Context: an optimization exercise on an open-source flow, tuned for small area and a short achievable clock period. The choices shown serve that exercise and are no tape-out recipe.
Where RTL was checked, it was by simulation tests only, not by an equivalence proof against the original.
Power is estimated from default activity; no workload was simulated.

Design bitonic_top, start of the top module:
module bitonic_top #(parameter NUM_INPUT = 16, DATA_WIDTH = 8)
(clk, reset, data_in, valid, done, data_out);
For scale: roughly 4,500 cells after synthesis, about 1,100 flip-flops, roughly 260 I/O pins, about 38,000 um^2 of cells after synthesis.
Settings: LEC_CHECK=0, CAP_MARGIN=20, CORE_MARGIN=2, CORE_UTILIZATION=65, CTS_CLUSTER_DIAMETER=60, CTS_CLUSTER_SIZE=30, SETUP_SLACK_MARGIN=1.4, SLEW_MARGIN=20; clock period 3.0 ns.
standard.sh (not shown) runs the stock make flow with config.mk's settings and CLKGATE_MAP_FILE= SYNTH_SCRIPT=/design/flow/synth_recipe.tcl, a recipe that flattens the netlist after the stock synthesis.
==> flow/flow/run.sh <==
#!/bin/bash
# Own layout flow: the standard layout, except that the synthesis maps the
# combinational logic with flow/abc.script (an area-recovering ABC script) in place of
# ORFS's speed script. Registers, their names and everything after synthesis are as in
# the standard flow. Ports are buffered with buf_2 cells.
set -euo pipefail
W=$(pwd)
{
  head -n 1 synth_recipe.tcl
  cat <<EOF
proc abc {args} {
  set i [lsearch -exact \$args -script]
  if { \$i >= 0 } { set args [lreplace \$args [expr {\$i+1}] [expr {\$i+1}] $W/flow/abc.script] }
  yosys abc {*}\$args
}
EOF
  tail -n +2 synth_recipe.tcl
} > my_synth.tcl
sed "s#SYNTH_SCRIPT=[^ ]*#SYNTH_SCRIPT=$W/my_synth.tcl#" standard.sh > my_standard.sh
grep -q "SYNTH_SCRIPT=$W/my_synth.tcl" my_standard.sh
bash my_standard.sh "BUFFER_PORTS_ARGS=-buffer_cell sky130_fd_sc_hd__buf_2" finish > flow.log 2>&1
==> flow/flow/abc.script <==
strash
dc2
strash
&get -n
&dch -f
&nf -R 100 -p
&put
The baseline completed with no timing, DRC or antenna violations.
Change:
--- a/flow/flow/run.sh
+++ b/flow/flow/run.sh
@@ -3,5 +3,5 @@
 # combinational logic with flow/abc.script (an area-recovering ABC script) in place of
 # ORFS's speed script. Registers, their names and everything after synthesis are as in
-# the standard flow. Ports are buffered with buf_2 cells.
+# the standard flow.
 set -euo pipefail
 W=$(pwd)
@@ -19,3 +19,3 @@
 sed "s#SYNTH_SCRIPT=[^ ]*#SYNTH_SCRIPT=$W/my_synth.tcl#" standard.sh > my_standard.sh
 grep -q "SYNTH_SCRIPT=$W/my_synth.tcl" my_standard.sh
-bash my_standard.sh "BUFFER_PORTS_ARGS=-buffer_cell sky130_fd_sc_hd__buf_2" finish > flow.log 2>&1
+bash my_standard.sh > flow.log 2>&1
==> flow/flow/abc.script (replaced) <==
strash
dc2
strash
&get -n
&dch -f
&nf {D}
&put
--- a/flow/config.mk
+++ b/flow/config.mk
@@ -8,7 +8,5 @@
 export CAP_MARGIN = 20
 export CORE_MARGIN = 2
-export CORE_UTILIZATION = 65
-export CTS_CLUSTER_DIAMETER = 60
-export CTS_CLUSTER_SIZE = 30
-export SETUP_SLACK_MARGIN = 1.4
+export CORE_UTILIZATION = 55
+export SETUP_SLACK_MARGIN = 1.0
 export SLEW_MARGIN = 20
Outcome: The changed run went through all stages and came out clean; synthesized cell count came out lower by 10%; sequential power is about the same; worst setup slack degrades by 200 ps; routed wire length rose by 14%; global-route usage is lower by 1.7 points; final area is higher by 8.3%; cell count shrinks by 2.9%.
Change:
--- a/flow/flow/run.sh
+++ b/flow/flow/run.sh
@@ -3,5 +3,5 @@
 # combinational logic with flow/abc.script (an area-recovering ABC script) in place of
 # ORFS's speed script. Registers, their names and everything after synthesis are as in
-# the standard flow.
+# the standard flow. Ports are buffered with buf_2 cells.
 set -euo pipefail
 W=$(pwd)
@@ -19,3 +19,3 @@
 sed "s#SYNTH_SCRIPT=[^ ]*#SYNTH_SCRIPT=$W/my_synth.tcl#" standard.sh > my_standard.sh
 grep -q "SYNTH_SCRIPT=$W/my_synth.tcl" my_standard.sh
-bash my_standard.sh > flow.log 2>&1
+bash my_standard.sh "BUFFER_PORTS_ARGS=-buffer_cell sky130_fd_sc_hd__buf_2" finish > flow.log 2>&1
==> flow/flow/abc.script (replaced) <==
strash
dc2
strash
&get -n
&dch -f
&nf -R 100 -p
&put
--- a/flow/config.mk
+++ b/flow/config.mk
@@ -8,5 +8,7 @@
 export CAP_MARGIN = 20
 export CORE_MARGIN = 2
-export CORE_UTILIZATION = 55
-export SETUP_SLACK_MARGIN = 1.0
+export CORE_UTILIZATION = 65
+export CTS_CLUSTER_DIAMETER = 45
+export CTS_CLUSTER_SIZE = 25
+export SETUP_SLACK_MARGIN = 1.4
 export SLEW_MARGIN = 20
=> Register-to-register slack gains 310 ps; synthesized cell count went up by 11%; via count is about the same; final area went down by 3.9%; power went down by 1.6%; clock-buffer cell count went down by 39; setup slack gains 190 ps; worst hold slack loses 290 ps; global-route usage went up by 2.8 points; clock power went down by about 4%.
Change:
==> flow/flow/abc.script (replaced) <==
strash
dc2
strash
&get -n
&dch -f
&nf {D}
&put
--- a/flow/config.mk
+++ b/flow/config.mk
@@ -8,7 +8,7 @@
 export CAP_MARGIN = 20
 export CORE_MARGIN = 2
-export CORE_UTILIZATION = 65
-export CTS_CLUSTER_DIAMETER = 45
-export CTS_CLUSTER_SIZE = 25
-export SETUP_SLACK_MARGIN = 1.4
+export CORE_UTILIZATION = 70
+export CTS_CLUSTER_DIAMETER = 60
+export CTS_CLUSTER_SIZE = 30
+export SETUP_SLACK_MARGIN = 1.6
 export SLEW_MARGIN = 20
The new run died in global routing (5_1_grt); synthesized area climbs by 4.0%; synthesized cell count decreases by about 10%.
Change:
--- a/flow/config.mk
+++ b/flow/config.mk
@@ -8,7 +8,7 @@
 export CAP_MARGIN = 20
 export CORE_MARGIN = 2
-export CORE_UTILIZATION = 70
+export CORE_UTILIZATION = 65
 export CTS_CLUSTER_DIAMETER = 60
 export CTS_CLUSTER_SIZE = 30
-export SETUP_SLACK_MARGIN = 1.6
+export SETUP_SLACK_MARGIN = 1.3
 export SLEW_MARGIN = 20
Effect:
- This time the run completed without violations
- area after synthesis stays the same
- synthesized cell count is unchanged

---

Another version of the RTL of bitonic_top (not shown whole).
Size in the first run: roughly 710 flip-flops, roughly 260 I/O pins, ~31000 um^2 of cells after synthesis.
Settings: LEC_CHECK=0, CAP_MARGIN=20, CORE_MARGIN=2, CORE_UTILIZATION=60, CTS_CLUSTER_DIAMETER=60, CTS_CLUSTER_SIZE=30, SETUP_SLACK_MARGIN=1.25, SLEW_MARGIN=20; clock period 3.0 ns.
==> flow/flow/run.sh <==
#!/bin/bash
# Own layout flow: the standard layout, except that the synthesis maps the
# combinational logic with flow/abc.script (an area-recovering ABC script) in place of
# ORFS's speed script. Registers, their names and everything after synthesis are as in
# the standard flow. Ports are buffered with buf_2 cells.
set -euo pipefail
W=$(pwd)
{
  head -n 1 synth_recipe.tcl
  cat <<EOF
proc abc {args} {
  set i [lsearch -exact \$args -script]
  if { \$i >= 0 } { set args [lreplace \$args [expr {\$i+1}] [expr {\$i+1}] $W/flow/abc.script] }
  yosys abc {*}\$args
}
EOF
  tail -n +2 synth_recipe.tcl
} > my_synth.tcl
sed "s#SYNTH_SCRIPT=[^ ]*#SYNTH_SCRIPT=$W/my_synth.tcl#" standard.sh > my_standard.sh
grep -q "SYNTH_SCRIPT=$W/my_synth.tcl" my_standard.sh
bash my_standard.sh "BUFFER_PORTS_ARGS=-buffer_cell sky130_fd_sc_hd__buf_2" finish > flow.log 2>&1
==> flow/flow/abc.script <==
strash
dc2
strash
&get -n
&dch -f
&nf -R 100 -p
&put
==> next run, changes <==
SETUP_SLACK_MARGIN = 1.1   (was 1.25)
Cell area is lower by 11%.
Sequential power came out lower by about 3%.
Worst setup slack loses 0.019 ns.
Maximum frequency came out lower by 0.97%.
Clock-buffer cell count fell by 1.
Synthesized cell count does not change.
First-iteration DRC count went down by 24%.
Function was not checked in any run of this note: the RTL went through the layout flow alone.

---

bitonic_top, a different RTL version from the one above (not shown whole).
Size: roughly 260 I/O pins, about 35,000 um^2 of cells after synthesis.
export LEC_CHECK = 0
export CAP_MARGIN = 20
export CORE_MARGIN = 2
export CORE_UTILIZATION = 65
export CTS_CLUSTER_DIAMETER = 60
export CTS_CLUSTER_SIZE = 30
export SETUP_SLACK_MARGIN = 1.2
export SLEW_MARGIN = 20
create_clock -name core_clock -period 3.0 [get_ports {clk}]
Scripts as last shown in full above: flow/flow/run.sh, flow/flow/abc.script
The starting point passed the timing, design-rule and antenna checks.
Rerun with:
Settings changed: SETUP_SLACK_MARGIN 1.2 to 1.3.
Effect: Clock-buffer cell count came out higher by 4; wire length rose slightly; synthesized cell count stays the same; synthesized area is unchanged; maximum frequency came out higher by a little under a tenth; flip-flop and latch count stays the same; power rose slightly; cell area went up slightly; register-to-register slack is better by 0.14 ns; global-route usage is about the same; cell count hardly moves.

---

Setup of fjord:
RTL: one of the versions met above, not the one the previous note started from.
For scale: about 4000 cells after synthesis, ~40000 um2 of cells after synthesis.
clock: 3.0 ns
lec_check: 0
cap_margin: 20
core_margin: 2
core_utilization: 65
cts_cluster_diameter: 60
cts_cluster_size: 30
setup_slack_margin: 1.3
slew_margin: 20
==> flow/flow/run.sh <==
#!/bin/bash
# Own layout flow: the standard layout, except that the synthesis maps the
# combinational logic with flow/abc.script (an area-recovering ABC script) in place of
# ORFS's speed script. Registers, their names and everything after synthesis are as in
# the standard flow.
set -euo pipefail
W=$(pwd)
{
  head -n 1 synth_recipe.tcl
  cat <<EOF
proc abc {args} {
  set i [lsearch -exact \$args -script]
  if { \$i >= 0 } { set args [lreplace \$args [expr {\$i+1}] [expr {\$i+1}] $W/flow/abc.script] }
  yosys abc {*}\$args
}
EOF
  tail -n +2 synth_recipe.tcl
} > my_synth.tcl
sed "s#SYNTH_SCRIPT=[^ ]*#SYNTH_SCRIPT=$W/my_synth.tcl#" standard.sh > my_standard.sh
grep -q "SYNTH_SCRIPT=$W/my_synth.tcl" my_standard.sh
bash my_standard.sh > flow.log 2>&1
==> flow/flow/abc.script <==
strash
dc2
strash
&get -n
&dch -f
&nf {D}
&put
Every stage of the flow completed for fjord, and the final layout passed the timing, design-rule and antenna checks.
## Diff of input files: indigo against fjord
Settings: a change of SETUP_SLACK_MARGIN from 1.3 to 1.15.
diff --git a/flow/flow/run.sh b/flow/flow/run.sh
--- a/flow/flow/run.sh
+++ b/flow/flow/run.sh
@@ -3,5 +3,5 @@
 # combinational logic with flow/abc.script (an area-recovering ABC script) in place of
 # ORFS's speed script. Registers, their names and everything after synthesis are as in
-# the standard flow.
+# the standard flow. Ports are buffered with buf_2 cells.
 set -euo pipefail
 W=$(pwd)
@@ -19,3 +19,3 @@
 sed "s#SYNTH_SCRIPT=[^ ]*#SYNTH_SCRIPT=$W/my_synth.tcl#" standard.sh > my_standard.sh
 grep -q "SYNTH_SCRIPT=$W/my_synth.tcl" my_standard.sh
-bash my_standard.sh > flow.log 2>&1
+bash my_standard.sh "BUFFER_PORTS_ARGS=-buffer_cell sky130_fd_sc_hd__buf_2" finish > flow.log 2>&1
==> flow/flow/abc.script <==
strash
dc2
strash
&get -n
&dch -f
&nf -R 100 -p
&put
==> summary.txt <==
indigo: flip-flop and latch area about 0.5% below fjord
indigo completed; timing, DRC and antenna clean
fjord ended with every stage complete and zero timing, DRC or antenna violations.
Relative to fjord, final area has decreased by 7.6% in indigo.
indigo: stage delay of the slowest cell on the critical path 0.11 ns below fjord
Number of sinks on the clock net across indigo and fjord: no real change.
fjord reports its path category of the worst min-delay check as flop to flop while indigo reports primary input to flop.
Comparing global routing usage on met2 for indigo and fjord, the smaller number came from indigo.
indigo improves on fjord in routed wire length.
Input changes introduced in yarrow (baseline for comparison: indigo):
Settings: CTS_CLUSTER_DIAMETER: 60 -> unset; CORE_UTILIZATION: 65 -> 55; SETUP_SLACK_MARGIN: 1.15 -> 1.0; CTS_CLUSTER_SIZE: 30 -> unset.
==> flow/run.sh (new file) <==
#!/bin/bash
# synth_recipe.tcl (not shown) runs the flow's synth.tcl, then flattens the netlist and writes it again
# the make line also repeats each setting of config.mk as NAME=value (left out here)
make -C /OpenROAD-flow-scripts/flow DESIGN_CONFIG=/design/flow/config.mk WORK_HOME=/design/flow/orfs CLKGATE_MAP_FILE= SYNTH_SCRIPT=/design/flow/synth_recipe.tcl finish
removed: flow/flow/run.sh
removed: flow/flow/abc.script
removed: flow/standard.sh
Findings:
- indigo has a higher initial core utilization than yarrow.
- Looking at post-synthesis cell area, yarrow sits 7300 um2 higher than indigo does.
- yarrow -> indigo: number of buffer and inverter stages on the critical path delta 0, exact match
- Largest cell class by area: flip-flops and latches -> indigo, multi-input combinational cells -> yarrow
- Compared to indigo, yarrow was floorplanned on a bigger die.
- [compare] base=indigo new=yarrow: overall power after layout +about 26%; synthesized cell count +15%; internal power component +26%.
Modified inputs, violet compared to yarrow
Settings: CORE_UTILIZATION changed from 55 to 65; CTS_CLUSTER_SIZE newly set to 36; SETUP_SLACK_MARGIN changed from 1.0 to 1.4; CTS_CLUSTER_DIAMETER newly set to 70.
==> flow/flow/run.sh (new file) <==
#!/bin/bash
# Own layout flow: the standard layout, except that the synthesis maps the
# combinational logic with flow/abc.script (an area-recovering ABC script) in place of
# ORFS's speed script. Registers, their names and everything after synthesis are as in
# the standard flow. Ports are buffered with buf_2 cells.
set -euo pipefail
W=$(pwd)
{
  head -n 1 synth_recipe.tcl
  cat <<EOF
proc abc {args} {
  set i [lsearch -exact \$args -script]
  if { \$i >= 0 } { set args [lreplace \$args [expr {\$i+1}] [expr {\$i+1}] $W/flow/abc.script] }
  yosys abc {*}\$args
}
EOF
  tail -n +2 synth_recipe.tcl
} > my_synth.tcl
sed "s#SYNTH_SCRIPT=[^ ]*#SYNTH_SCRIPT=$W/my_synth.tcl#" standard.sh > my_standard.sh
grep -q "SYNTH_SCRIPT=$W/my_synth.tcl" my_standard.sh
bash my_standard.sh "BUFFER_PORTS_ARGS=-buffer_cell sky130_fd_sc_hd__buf_2" finish > flow.log 2>&1
==> flow/flow/abc.script (new file) <==
strash
dc2
strash
&get -n
&dch -f
&nf -R 100 -p
&put
==> flow/standard.sh (new file) <==
#!/bin/bash
# synth_recipe.tcl (not shown) runs the flow's synth.tcl, then flattens the netlist and writes it again
# the make line also repeats each setting of config.mk as NAME=value (left out here)
make -C /OpenROAD-flow-scripts/flow DESIGN_CONFIG=/design/flow/config.mk WORK_HOME=/design/flow/orfs CLKGATE_MAP_FILE= SYNTH_SCRIPT=/design/flow/synth_recipe.tcl "${@:-finish}"
removed: flow/run.sh
--- outcome ---
Non-clock buffer count: violet < yarrow. [violet] die area fell 29% relative to yarrow. Compared with yarrow, violet shows share of the cycle needed by the critical path after routing lower by 11 points. Looking at uppermost layer routed, the met4 result is from violet; the met5 one comes from yarrow. violet against yarrow: total of clock buffers placed in the layout lower, CTS clock-pin slew for the worst setup and hold paths higher.

==> re-timing with driven ports <==
How much do the figures lean on ideal ports? The routed layouts below were timed once more, with nothing changed but the port constraints.
Step 1 assumes that a clkbuf_16 drives the clock port and a buf_2 every other input.
Step 2, shift: input delay + t, output delay - t, t = (earliest + latest rising clock arrival at the registers) / 2. This alone moves slack from input paths to output paths.
Three values: no drivers, after step 1, after step 2; two values: the first two.
| run | t (ns) | slack for setup (ns) | hold slack, ns | pins driven straight from the clock port |
|---|---|---|---|---|
| the first run of note 1 | 0.700 | 1.304 / 1.240 / 1.369 | 0.044 / 0.000 / 0.322 | 1 |
| the second run of note 1 | 0.727 | 1.103 / 1.077 / 1.103 | 0.320 / 0.320 / 0.320 | 1 |
| the third run of note 1 | 0.715 | 1.294 / 1.231 / 1.409 | 0.029 / -0.012 / 0.319 | 1 |
| the fifth run of note 1 | 0.710 | 1.242 / 1.213 / 1.242 | 0.031 / -0.014 / 0.329 | 1 |
| the first run of note 2 | 0.674 | 1.041 / 1.041 / 0.545 | 0.071 / 0.030 / 0.320 | 1 |
| the second run of note 2 | 0.676 | 1.022 / 1.022 / 0.521 | 0.088 / 0.047 / 0.310 | 1 |
| the first run of note 3 | 0.683 | 1.180 / 1.180 / 0.815 | 0.058 / 0.019 / 0.311 | 1 |
| the second run of note 3 | 0.682 | 1.310 / 1.248 / 0.919 | 0.054 / 0.014 / 0.313 | 1 |
| fjord | 0.697 | 1.243 / 1.232 / 1.233 | 0.315 / 0.315 / 0.315 | 1 |
| indigo | 0.700 | 1.243 / 1.227 / 1.243 | 0.041 / -0.002 / 0.321 | 1 |
| yarrow | 0.738 | 0.977 / 0.977 / 0.977 | 0.319 / 0.313 / 0.319 | 1 |
| violet | 0.687 | 1.310 / 1.248 / 1.310 | 0.057 / 0.012 / 0.330 | 1 |
After both steps setup and hold are still met in every run listed. For the second run of note 2, which loses most, drivers alone change the setup slack by 0.000 ns; drivers and shift together by -0.501 ns.
